This design comes from an exercise in tuning for small area on the open sky130 flow, not from production work.
Power is estimated from default activity; no workload was simulated.

==> inputs of job 1206 <==
// Top_Module_Controller_and_FIR
module Top_Module_Controller_and_FIR(ADC,clk,Find_Setting, rst_n, LED_Drive,DC_Comp,LED_IR,LED_RED,PGA_Gain,Out_IR_Filtered,Out_RED_Filtered);
Settings: LEC_CHECK=0, CAP_MARGIN=20, CORE_MARGIN=2, CORE_UTILIZATION=60, SLEW_MARGIN=20, SYNTH_HIERARCHICAL=1; clock period 10.0 ns.
standard.sh (not shown) runs the stock make flow with config.mk's settings and CLKGATE_MAP_FILE= SYNTH_SCRIPT=/design/flow/synth_recipe.tcl, a recipe that flattens the netlist after the stock synthesis.
==> flow/flow/run.sh <==
#!/bin/bash
# Layout flow: the standard ORFS flow (standard.sh: the standard synthesis,
# floorplan, power grid, tap cells, placement, CTS, routing), with two settings
# passed to it through the environment:
#  - every port still gets its own buffer, but the smallest one (buf_1);
#  - the clock tree uses clkbuf_8 sink clusters and no dummy loads.
# The whole make output goes to flow_make.log in this folder; ORFS also writes
# each step's log under orfs/logs/.
set -euo pipefail
export BUFFER_PORTS_ARGS="-buffer_cell sky130_fd_sc_hd__buf_1"
export CTS_ARGS="-sink_clustering_enable -repair_clock_nets -dont_use_dummy_load -buf_list sky130_fd_sc_hd__clkbuf_8 -sink_clustering_size 18 -sink_clustering_max_diameter 60"
bash standard.sh finish > flow_make.log 2>&1
==> job 5083 (differences from job 1206) <==
--- a/flow/design.v
+++ b/flow/design.v
@@ -4,39 +4,39 @@
   input rst_n,
   input wire [7:0] RED_ADC_Value,
   input wire [7:0] IR_ADC_Next,
   output wire [19:0] Out_RED_Filtered,
   output wire [19:0] Out_IR_Filtered);
 reg [8*46-1:0] sr;    
-reg [23:1] v;         
+reg [4:0] h;          
 reg [18:0] ir_hold;
 reg [18:0] out_red, out_ir;
 assign Out_RED_Filtered = {1'b0, out_red};
 assign Out_IR_Filtered = {1'b0, out_ir};
-wire [7:0] mn0 = ~(sr[31:24] & {8{v[2]}});
-wire [7:0] mn1 = ~(sr[47:40] & {8{v[3]}});
-wire [7:0] mn2 = ~(sr[63:56] & {8{v[4]}});
-wire [7:0] mn3 = ~(sr[79:72] & {8{v[5]}});
-wire [7:0] mn4 = ~(sr[95:88] & {8{v[6]}});
-wire [7:0] mn5 = ~(sr[111:104] & {8{v[7]}});
-wire [7:0] mn6 = ~(sr[127:120] & {8{v[8]}});
-wire [7:0] mn7 = ~(sr[143:136] & {8{v[9]}});
-wire [7:0] mn8 = ~(sr[159:152] & {8{v[10]}});
-wire [7:0] mn9 = ~(sr[175:168] & {8{v[11]}});
-wire [7:0] mn10 = ~(sr[191:184] & {8{v[12]}});
-wire [7:0] mn11 = ~(sr[207:200] & {8{v[13]}});
-wire [7:0] mn12 = ~(sr[223:216] & {8{v[14]}});
-wire [7:0] mn13 = ~(sr[239:232] & {8{v[15]}});
-wire [7:0] mn14 = ~(sr[255:248] & {8{v[16]}});
-wire [7:0] mn15 = ~(sr[271:264] & {8{v[17]}});
-wire [7:0] mn16 = ~(sr[287:280] & {8{v[18]}});
-wire [7:0] mn17 = ~(sr[303:296] & {8{v[19]}});
-wire [7:0] mn18 = ~(sr[319:312] & {8{v[20]}});
-wire [7:0] mn19 = ~(sr[335:328] & {8{v[21]}});
-wire [7:0] mn20 = ~(sr[351:344] & {8{v[22]}});
-wire [7:0] mn21 = ~(sr[367:360] & {8{v[23]}});
+wire [7:0] mn0 = ~(sr[31:24] & {8{h >= 5'd2}});
+wire [7:0] mn1 = ~(sr[47:40] & {8{h >= 5'd3}});
+wire [7:0] mn2 = ~(sr[63:56] & {8{h >= 5'd4}});
+wire [7:0] mn3 = ~(sr[79:72] & {8{h >= 5'd5}});
+wire [7:0] mn4 = ~(sr[95:88] & {8{h >= 5'd6}});
+wire [7:0] mn5 = ~(sr[111:104] & {8{h >= 5'd7}});
+wire [7:0] mn6 = ~(sr[127:120] & {8{h >= 5'd8}});
+wire [7:0] mn7 = ~(sr[143:136] & {8{h >= 5'd9}});
+wire [7:0] mn8 = ~(sr[159:152] & {8{h >= 5'd10}});
+wire [7:0] mn9 = ~(sr[175:168] & {8{h >= 5'd11}});
+wire [7:0] mn10 = ~(sr[191:184] & {8{h >= 5'd12}});
+wire [7:0] mn11 = ~(sr[207:200] & {8{h >= 5'd13}});
+wire [7:0] mn12 = ~(sr[223:216] & {8{h >= 5'd14}});
+wire [7:0] mn13 = ~(sr[239:232] & {8{h >= 5'd15}});
+wire [7:0] mn14 = ~(sr[255:248] & {8{h >= 5'd16}});
+wire [7:0] mn15 = ~(sr[271:264] & {8{h >= 5'd17}});
+wire [7:0] mn16 = ~(sr[287:280] & {8{h >= 5'd18}});
+wire [7:0] mn17 = ~(sr[303:296] & {8{h >= 5'd19}});
+wire [7:0] mn18 = ~(sr[319:312] & {8{h >= 5'd20}});
+wire [7:0] mn19 = ~(sr[335:328] & {8{h >= 5'd21}});
+wire [7:0] mn20 = ~(sr[351:344] & {8{h >= 5'd22}});
+wire [7:0] mn21 = ~(sr[367:360] & {8{h >= 5'd23}});
 wire hs1, hc2, fs3, fc4, fs5, fc6, fs7, fc8, fs9, fc10, fs11, fc12, fs13, fc14, fs15, fc16, hs17, hc18, fs19, fc20, fs21, fc22, fs23, fc24, fs25, fc26, fs27, fc28, fs29, fc30, fs31, fc32, hs33, hc34, fs35, fc36, fs37, fc38, fs39, fc40, fs41, fc42, fs43, fc44, fs45, fc46, fs47, fc48, hs49, hc50, fs51, fc52, fs53, fc54, fs55, fc56, fs57, fc58, fs59, fc60, fs61, fc62, fs63, fc64, hs65, hc66, fs67, fc68, fs69, fc70, fs71, fc72, fs73, fc74, fs75, fc76, fs77, fc78, fs79, fc80, hs81, hc82, fs83, fc84, fs85, fc86, fs87, fc88, fs89, fc90, fs91, fc92, fs93, fc94, fs95, fc96, hs97, hc98, fs99, fc100, fs101, fc102, fs103, fc104, fs105, fc106, fs107, fc108, fs109, fc110, fs111, fc112, hs113, hc114, fs115, fc116, fs117, fc118, fs119, fc120, fs121, fc122, fs123, fc124, fs125, fc126, fs127, fc128, nv129, nv130, fs131, fc132, nv133, fs134, fc135, fs136, fc137, nv138, nv139, fs140, fc141, fs142, fc143, fs144, fc145, nv146, nv147, fs148, fc149, fs150, fc151, fs152, fc153, fs154, fc155, nv156, nv157, fs158, fc159, fs160, fc161, fs162, fc163, fs164, fc165, fs166, fc167, nv168, nv169, fs170, fc171, fs172, fc173, fs174, fc175, fs176, fc177, fs178, fc179, fs180, fc181, nv182, fs183, fc184, fs185, fc186, fs187, fc188, fs189, fc190, fs191, fc192, fs193, fc194, nv195, nv196, fs197, fc198, fs199, fc200, fs201, fc202, fs203, fc204, fs205, fc206, fs207, fc208, nv209, nv210, fs211, fc212, fs213, fc214, fs215, fc216, fs217, fc218, fs219, fc220, nv221, nv222, fs223, fc224, fs225, fc226, fs227, fc228, fs229, fc230, nv231, nv232, fs233, fc234, fs235, fc236, fs237, fc238, nv239, fs240, fc241, fs242, fc243, nv244, fs245, fc246, nv247, nv248, fs249, fc250, hs251, hc252, fs253, fc254, fs255, fc256, fs257, fc258, fs259, fc260, fs261, fc262, fs263, fc264, fs265, fc266, fs267, fc268, fs269, fc270, fs271, fc272, fs273, fc274, fs275, fc276, fs277, fc278, fs279, fc280, fs281, fc282, fs283, fc284, fs285, fc286, fs287, fc288, fs289, fc290, fs291, fc292, fs293, fc294, fs295, fc296, fs297, fc298, fs299, fc300, fs301, fc302, fs303, fc304, fs305, fc306, fs307, fc308, fs309, fc310, fs311, fc312, fs313, fc314, fs315, fc316, fs317, fc318, fs319, fc320, fs321, fc322, fs323, fc324, fs325, fc326, fs327, fc328, fs329, fc330, fs331, fc332, hs333, hc334, fs335, fc336, fs337, fc338, fs339, fc340, fs341, fc342, fs343, fc344, fs345, fc346, fs347, fc348, fs349, fc350, fs351, fc352, fs353, fc354, fs355, fc356, fs357, fc358, fs359, fc360, fs361, fc362, fs363, fc364, fs365, fc366, fs367, fc368, fs369, fc370, fs371, fc372, fs373, fc374, fs375, fc376, fs377, fc378, fs379, fc380, fs381, fc382, fs383, fc384, fs385, fc386, fs387, fc388, fs389, fc390, fs391, fc392, fs393, fc394, fs395, fc396, fs397, fc398, fs399, fc400, fs401, fc402, fs403, fc404, fs405, fc406, fs407, fc408, fs409, fc410, fs411, fc412, fs413, fc414, fs415, fc416, fs417, fc418, fs419, fc420, fs421, fc422, fs423, fc424, fs425, fc426, fs427, fc428, fs429, fc430, fs431, fc432, fs433, fc434, fs435, fc436, fs437, fc438, fs439, fc440, fs441, fc442, fs443, fc444, fs445, fc446, fs447, fc448, fs449, fc450, fs451, fc452, fs453, fc454, fs455, fc456, fs457, fc458, fs459, fc460, fs461, fc462, fs463, fc464, fs465, fc466, fs467, fc468, fs469, fc470, fs471, fc472, fs473, fc474, fs475, fc476, hs477, hc478, fs479, fc480, fs481, fc482, fs483, fc484, fs485, fc486, fs487, fc488, fs489, fc490, fs491, fc492, fs493, fc494, fs495, fc496, fs497, fc498, fs499, fc500, fs501, fc502, fs503, fc504, fs505, fc506, fs507, fc508, fs509, fc510, fs511, fc512, hs513, hc514, fs515, fc516, fs517, fc518, fs519, fc520, fs521, fc522, fs523, fc524, fs525, fc526, fs527, fc528, fs529, fc530, fs531, fc532, fs533, fc534, fs535, fc536, fs537, fc538, fs539, fc540, fs541, fc542, fs543, fc544, fs545, fc546, fs547, fc548, fs549, fc550, fs551, fc552, fs553, fc554, fs555, fc556, fs557, fc558, fs559, fc560, fs561, fc562, fs563, fc564, fs565, fc566, fs567, fc568, fs569, fc570, fs571, fc572, hs573, hc574, fs575, fc576, fs577, fc578, fs579, fc580, fs581, fc582, fs583, fc584, fs585, fc586, fs587, fc588, fs589, fc590, fs591, fc592, fs593, fc594, fs595, fc596, hs597, hc598, fs599, fc600, fs601, fc602, fs603, fc604, fs605, fc606, fs607, fc608, fs609, fc610, fs611, fc612, fs613, fc614, fs615, fc616, hs617, hc618, fs619, fc620, fs621, fc622, fs623, fc624, fs625, fc626, fs627, fc628, fs629, fc630, fs631, fc632, fs633, fc634, hs635, hc636, fs637, fc638, hs639, hc640, hs641, hc642;
 HA uhs1(.a(mn1[0]), .b(mn20[0]), .s(hs1), .co(hc2));
 FA ufs3(.a(mn1[1]), .b(mn20[1]), .c(hc2), .s(fs3), .co(fc4));
 FA ufs5(.a(mn1[2]), .b(mn20[2]), .c(fc4), .s(fs5), .co(fc6));
 FA ufs7(.a(mn1[3]), .b(mn20[3]), .c(fc6), .s(fs7), .co(fc8));
 FA ufs9(.a(mn1[4]), .b(mn20[4]), .c(fc8), .s(fs9), .co(fc10));
@@ -370,17 +370,17 @@
 HA uhs641(.a(fc638), .b(hc640), .s(hs641), .co(hc642));
 wire [18:0] sum_n = {hs641, hs639, hs635, fs629, hs617, hs597, hs573, fs545, hs513, hs477, fs437, fs397, fs361, hs333, fs307, fs287, fs271, fs259, hs251};
 always @(posedge clk) begin
   sr <= {sr[8*45-1:0], CLK_Filter ? RED_ADC_Value : IR_ADC_Next};
   ir_hold <= ~sum_n;
   if (rst_n) begin
-    v <= 23'd0;
+    h <= 5'd0;
     out_red <= 19'd0;
     out_ir <= 19'd0;
   end else if (CLK_Filter) begin
-    v <= {v[22:1], 1'b1} | v;
+    if (h != 5'd23) h <= h + 5'd1;
     out_red <= ~sum_n;
     out_ir <= ir_hold;
   end
 end
 endmodule
 module FA(input a, input b, input c, output s, output co);
--- a/flow/config.mk
+++ b/flow/config.mk
@@ -4,9 +4,9 @@
 export VERILOG_FILES = /design/flow/design.v
 export SDC_FILE = /design/flow/constraint.sdc
 export NUM_CORES = 4
 export LEC_CHECK = 0
 export CAP_MARGIN = 20
 export CORE_MARGIN = 2
-export CORE_UTILIZATION = 60
+export CORE_UTILIZATION = 68
 export SLEW_MARGIN = 20
 export SYNTH_HIERARCHICAL = 1
==> job 6923 (differences from job 1206) <==
--- a/flow/design.v
+++ b/flow/design.v
@@ -4,39 +4,39 @@
   input rst_n,
   input wire [7:0] RED_ADC_Value,
   input wire [7:0] IR_ADC_Next,
   output wire [19:0] Out_RED_Filtered,
   output wire [19:0] Out_IR_Filtered);
 reg [8*46-1:0] sr;    
-reg [23:1] v;         
+reg [4:0] h;          
 reg [18:0] ir_hold;
 reg [18:0] out_red, out_ir;
 assign Out_RED_Filtered = {1'b0, out_red};
 assign Out_IR_Filtered = {1'b0, out_ir};
-wire [7:0] mn0 = ~(sr[31:24] & {8{v[2]}});
-wire [7:0] mn1 = ~(sr[47:40] & {8{v[3]}});
-wire [7:0] mn2 = ~(sr[63:56] & {8{v[4]}});
-wire [7:0] mn3 = ~(sr[79:72] & {8{v[5]}});
-wire [7:0] mn4 = ~(sr[95:88] & {8{v[6]}});
-wire [7:0] mn5 = ~(sr[111:104] & {8{v[7]}});
-wire [7:0] mn6 = ~(sr[127:120] & {8{v[8]}});
-wire [7:0] mn7 = ~(sr[143:136] & {8{v[9]}});
-wire [7:0] mn8 = ~(sr[159:152] & {8{v[10]}});
-wire [7:0] mn9 = ~(sr[175:168] & {8{v[11]}});
-wire [7:0] mn10 = ~(sr[191:184] & {8{v[12]}});
-wire [7:0] mn11 = ~(sr[207:200] & {8{v[13]}});
-wire [7:0] mn12 = ~(sr[223:216] & {8{v[14]}});
-wire [7:0] mn13 = ~(sr[239:232] & {8{v[15]}});
-wire [7:0] mn14 = ~(sr[255:248] & {8{v[16]}});
-wire [7:0] mn15 = ~(sr[271:264] & {8{v[17]}});
-wire [7:0] mn16 = ~(sr[287:280] & {8{v[18]}});
-wire [7:0] mn17 = ~(sr[303:296] & {8{v[19]}});
-wire [7:0] mn18 = ~(sr[319:312] & {8{v[20]}});
-wire [7:0] mn19 = ~(sr[335:328] & {8{v[21]}});
-wire [7:0] mn20 = ~(sr[351:344] & {8{v[22]}});
-wire [7:0] mn21 = ~(sr[367:360] & {8{v[23]}});
+wire [7:0] mn0 = ~(sr[31:24] & {8{h >= 5'd2}});
+wire [7:0] mn1 = ~(sr[47:40] & {8{h >= 5'd3}});
+wire [7:0] mn2 = ~(sr[63:56] & {8{h >= 5'd4}});
+wire [7:0] mn3 = ~(sr[79:72] & {8{h >= 5'd5}});
+wire [7:0] mn4 = ~(sr[95:88] & {8{h >= 5'd6}});
+wire [7:0] mn5 = ~(sr[111:104] & {8{h >= 5'd7}});
+wire [7:0] mn6 = ~(sr[127:120] & {8{h >= 5'd8}});
+wire [7:0] mn7 = ~(sr[143:136] & {8{h >= 5'd9}});
+wire [7:0] mn8 = ~(sr[159:152] & {8{h >= 5'd10}});
+wire [7:0] mn9 = ~(sr[175:168] & {8{h >= 5'd11}});
+wire [7:0] mn10 = ~(sr[191:184] & {8{h >= 5'd12}});
+wire [7:0] mn11 = ~(sr[207:200] & {8{h >= 5'd13}});
+wire [7:0] mn12 = ~(sr[223:216] & {8{h >= 5'd14}});
+wire [7:0] mn13 = ~(sr[239:232] & {8{h >= 5'd15}});
+wire [7:0] mn14 = ~(sr[255:248] & {8{h >= 5'd16}});
+wire [7:0] mn15 = ~(sr[271:264] & {8{h >= 5'd17}});
+wire [7:0] mn16 = ~(sr[287:280] & {8{h >= 5'd18}});
+wire [7:0] mn17 = ~(sr[303:296] & {8{h >= 5'd19}});
+wire [7:0] mn18 = ~(sr[319:312] & {8{h >= 5'd20}});
+wire [7:0] mn19 = ~(sr[335:328] & {8{h >= 5'd21}});
+wire [7:0] mn20 = ~(sr[351:344] & {8{h >= 5'd22}});
+wire [7:0] mn21 = ~(sr[367:360] & {8{h >= 5'd23}});
 wire hs1, hc2, fs3, fc4, fs5, fc6, fs7, fc8, fs9, fc10, fs11, fc12, fs13, fc14, fs15, fc16, hs17, hc18, fs19, fc20, fs21, fc22, fs23, fc24, fs25, fc26, fs27, fc28, fs29, fc30, fs31, fc32, hs33, hc34, fs35, fc36, fs37, fc38, fs39, fc40, fs41, fc42, fs43, fc44, fs45, fc46, fs47, fc48, hs49, hc50, fs51, fc52, fs53, fc54, fs55, fc56, fs57, fc58, fs59, fc60, fs61, fc62, fs63, fc64, hs65, hc66, fs67, fc68, fs69, fc70, fs71, fc72, fs73, fc74, fs75, fc76, fs77, fc78, fs79, fc80, hs81, hc82, fs83, fc84, fs85, fc86, fs87, fc88, fs89, fc90, fs91, fc92, fs93, fc94, fs95, fc96, hs97, hc98, fs99, fc100, fs101, fc102, fs103, fc104, fs105, fc106, fs107, fc108, fs109, fc110, fs111, fc112, hs113, hc114, fs115, fc116, fs117, fc118, fs119, fc120, fs121, fc122, fs123, fc124, fs125, fc126, fs127, fc128, nv129, nv130, fs131, fc132, nv133, fs134, fc135, fs136, fc137, nv138, nv139, fs140, fc141, fs142, fc143, fs144, fc145, nv146, nv147, fs148, fc149, fs150, fc151, fs152, fc153, fs154, fc155, nv156, nv157, fs158, fc159, fs160, fc161, fs162, fc163, fs164, fc165, fs166, fc167, nv168, nv169, fs170, fc171, fs172, fc173, fs174, fc175, fs176, fc177, fs178, fc179, fs180, fc181, nv182, fs183, fc184, fs185, fc186, fs187, fc188, fs189, fc190, fs191, fc192, fs193, fc194, nv195, nv196, fs197, fc198, fs199, fc200, fs201, fc202, fs203, fc204, fs205, fc206, fs207, fc208, nv209, nv210, fs211, fc212, fs213, fc214, fs215, fc216, fs217, fc218, fs219, fc220, nv221, nv222, fs223, fc224, fs225, fc226, fs227, fc228, fs229, fc230, nv231, nv232, fs233, fc234, fs235, fc236, fs237, fc238, nv239, fs240, fc241, fs242, fc243, nv244, fs245, fc246, nv247, nv248, fs249, fc250, hs251, hc252, fs253, fc254, fs255, fc256, fs257, fc258, fs259, fc260, fs261, fc262, fs263, fc264, fs265, fc266, fs267, fc268, fs269, fc270, fs271, fc272, fs273, fc274, fs275, fc276, fs277, fc278, fs279, fc280, fs281, fc282, fs283, fc284, fs285, fc286, fs287, fc288, fs289, fc290, fs291, fc292, fs293, fc294, fs295, fc296, fs297, fc298, fs299, fc300, fs301, fc302, fs303, fc304, fs305, fc306, fs307, fc308, fs309, fc310, fs311, fc312, fs313, fc314, fs315, fc316, fs317, fc318, fs319, fc320, fs321, fc322, fs323, fc324, fs325, fc326, fs327, fc328, fs329, fc330, fs331, fc332, hs333, hc334, fs335, fc336, fs337, fc338, fs339, fc340, fs341, fc342, fs343, fc344, fs345, fc346, fs347, fc348, fs349, fc350, fs351, fc352, fs353, fc354, fs355, fc356, fs357, fc358, fs359, fc360, fs361, fc362, fs363, fc364, fs365, fc366, fs367, fc368, fs369, fc370, fs371, fc372, fs373, fc374, fs375, fc376, fs377, fc378, fs379, fc380, fs381, fc382, fs383, fc384, fs385, fc386, fs387, fc388, fs389, fc390, fs391, fc392, fs393, fc394, fs395, fc396, fs397, fc398, fs399, fc400, fs401, fc402, fs403, fc404, fs405, fc406, fs407, fc408, fs409, fc410, fs411, fc412, fs413, fc414, fs415, fc416, fs417, fc418, fs419, fc420, fs421, fc422, fs423, fc424, fs425, fc426, fs427, fc428, fs429, fc430, fs431, fc432, fs433, fc434, fs435, fc436, fs437, fc438, fs439, fc440, fs441, fc442, fs443, fc444, fs445, fc446, fs447, fc448, fs449, fc450, fs451, fc452, fs453, fc454, fs455, fc456, fs457, fc458, fs459, fc460, fs461, fc462, fs463, fc464, fs465, fc466, fs467, fc468, fs469, fc470, fs471, fc472, fs473, fc474, fs475, fc476, hs477, hc478, fs479, fc480, fs481, fc482, fs483, fc484, fs485, fc486, fs487, fc488, fs489, fc490, fs491, fc492, fs493, fc494, fs495, fc496, fs497, fc498, fs499, fc500, fs501, fc502, fs503, fc504, fs505, fc506, fs507, fc508, fs509, fc510, fs511, fc512, hs513, hc514, fs515, fc516, fs517, fc518, fs519, fc520, fs521, fc522, fs523, fc524, fs525, fc526, fs527, fc528, fs529, fc530, fs531, fc532, fs533, fc534, fs535, fc536, fs537, fc538, fs539, fc540, fs541, fc542, fs543, fc544, fs545, fc546, fs547, fc548, fs549, fc550, fs551, fc552, fs553, fc554, fs555, fc556, fs557, fc558, fs559, fc560, fs561, fc562, fs563, fc564, fs565, fc566, fs567, fc568, fs569, fc570, fs571, fc572, hs573, hc574, fs575, fc576, fs577, fc578, fs579, fc580, fs581, fc582, fs583, fc584, fs585, fc586, fs587, fc588, fs589, fc590, fs591, fc592, fs593, fc594, fs595, fc596, hs597, hc598, fs599, fc600, fs601, fc602, fs603, fc604, fs605, fc606, fs607, fc608, fs609, fc610, fs611, fc612, fs613, fc614, fs615, fc616, hs617, hc618, fs619, fc620, fs621, fc622, fs623, fc624, fs625, fc626, fs627, fc628, fs629, fc630, fs631, fc632, fs633, fc634, hs635, hc636, fs637, fc638, hs639, hc640, hs641, hc642;
 HA uhs1(.a(mn1[0]), .b(mn20[0]), .s(hs1), .co(hc2));
 FA ufs3(.a(mn1[1]), .b(mn20[1]), .c(hc2), .s(fs3), .co(fc4));
 FA ufs5(.a(mn1[2]), .b(mn20[2]), .c(fc4), .s(fs5), .co(fc6));
 FA ufs7(.a(mn1[3]), .b(mn20[3]), .c(fc6), .s(fs7), .co(fc8));
 FA ufs9(.a(mn1[4]), .b(mn20[4]), .c(fc8), .s(fs9), .co(fc10));
@@ -370,17 +370,17 @@
 HA uhs641(.a(fc638), .b(hc640), .s(hs641), .co(hc642));
 wire [18:0] sum_n = {hs641, hs639, hs635, fs629, hs617, hs597, hs573, fs545, hs513, hs477, fs437, fs397, fs361, hs333, fs307, fs287, fs271, fs259, hs251};
 always @(posedge clk) begin
   sr <= {sr[8*45-1:0], CLK_Filter ? RED_ADC_Value : IR_ADC_Next};
   ir_hold <= ~sum_n;
   if (rst_n) begin
-    v <= 23'd0;
+    h <= 5'd0;
     out_red <= 19'd0;
     out_ir <= 19'd0;
   end else if (CLK_Filter) begin
-    v <= {v[22:1], 1'b1} | v;
+    if (h != 5'd23) h <= h + 5'd1;
     out_red <= ~sum_n;
     out_ir <= ir_hold;
   end
 end
 endmodule
 module FA(input a, input b, input c, output s, output co);
==> flow/flow/run.sh (replaced) <==
#!/bin/bash
# Layout flow: the standard ORFS flow (standard.sh: the standard synthesis,
# floorplan, power grid, tap cells, placement, CTS, routing), with two settings
# passed to it through the environment:
#  - every port still gets its own buffer, but the smallest one (buf_1);
#  - the clock tree uses clkbuf_8 sink clusters and no dummy loads;
#  - timing-driven placement does not keep the buffers of its trial repairs.
# The whole make output goes to flow_make.log in this folder; ORFS also writes
# each step's log under orfs/logs/.
set -euo pipefail
export BUFFER_PORTS_ARGS="-buffer_cell sky130_fd_sc_hd__buf_1"
export CTS_ARGS="-sink_clustering_enable -repair_clock_nets -dont_use_dummy_load -buf_list sky130_fd_sc_hd__clkbuf_8 -sink_clustering_size 18 -sink_clustering_max_diameter 60"
export GPL_KEEP_OVERFLOW=0
bash standard.sh finish > flow_make.log 2>&1
==> run notes <==
| item | job 1206 | job 6923 | job 5083 |
|---|---|---|---|
| Run status | no timing/DRC/antenna violations | no timing/DRC/antenna violations | no timing/DRC/antenna violations |
| First-iteration detailed-routing DRC count | 618 | 447 | 657 |
| Layout Cells excl Fill | 2186 | 2184 | 2131 |
| Standard cell area after detailed placement | 22200 um2 | 21700 um2 | 21900 um2 |
| Fraction of met2 tracks used by global routing | 39.0% | 44.3% | 45.8% |
| Wire length after detailed routing | 45900 um | 44800 um | 42400 um |
| Synthesis-to-finish area growth | 5.29% | 9.00% | 7.51% |
| Worst-case clock skew | 0.0539 ns | 0.0686 ns | 0.0622 ns |
| Synthesized-area fraction occupied by ao, oa, aoi and oai cells | 6.73% | 6.69% | 6.69% |
| Layout multi-input combinational cell count | 1015 | 992 | 992 |
| Unique cell type count in the Yosys netlist | 73 | 81 | 81 |
| Share of cell area taken by muxes after synthesis | 1.57% | 1.76% | 1.76% |
| Max Clock Freq | 0.105 GHz | 0.102 GHz | 0.103 GHz |
| Transition time at the pin with the least slew margin | 1.04 ns | 0.984 ns | 1.02 ns |
| Layout cells sized above 1 | 6.09% | 11.1% | 9.98% |
| Total number of tap cells | 461 | 455 | 396 |
| Power dissipated in the clock network | 0.960 mW | 0.957 mW | 0.945 mW |
| Pin count of the biggest net entering global routing | 68 | 58 | 66 |
| Minimum setup slack after placement | 0.429 ns | -0.935 ns | -0.160 ns |
No functional check of the RTL was part of any run of this note.

-- port drivers added, routing unchanged --
The results above use ideal ports. As a check the final layouts listed here were re-extracted and re-timed, cells and wires unchanged.
Step 1, drivers: a clkbuf_16 drives clk and a buf_2 each remaining input, both assumed.
Step 2 also shifts input and output timing later by t, the mid clock arrival at the registers, as if the neighbouring blocks saw the same clock.
a / b / c = ideal ports / drivers / drivers and shift; a / b = the first two.
| run | shift t [ns] | slack for setup (ns) | hold slack, ns | cell pins on the clock port's net |
|---|---|---|---|---|
| job 1206 | 0.653 | 0.505 / 0.505 / 0.505 | 0.303 / 0.303 / 0.303 | 1 |
| job 5083 | 0.595 | 0.275 / 0.275 / 0.275 | 0.270 / 0.270 / 0.270 | 1 |
| job 6923 | 0.638 | 0.234 / 0.234 / 0.234 | 0.290 / 0.290 / 0.290 | 1 |
After both steps setup and hold are still met in every run listed.
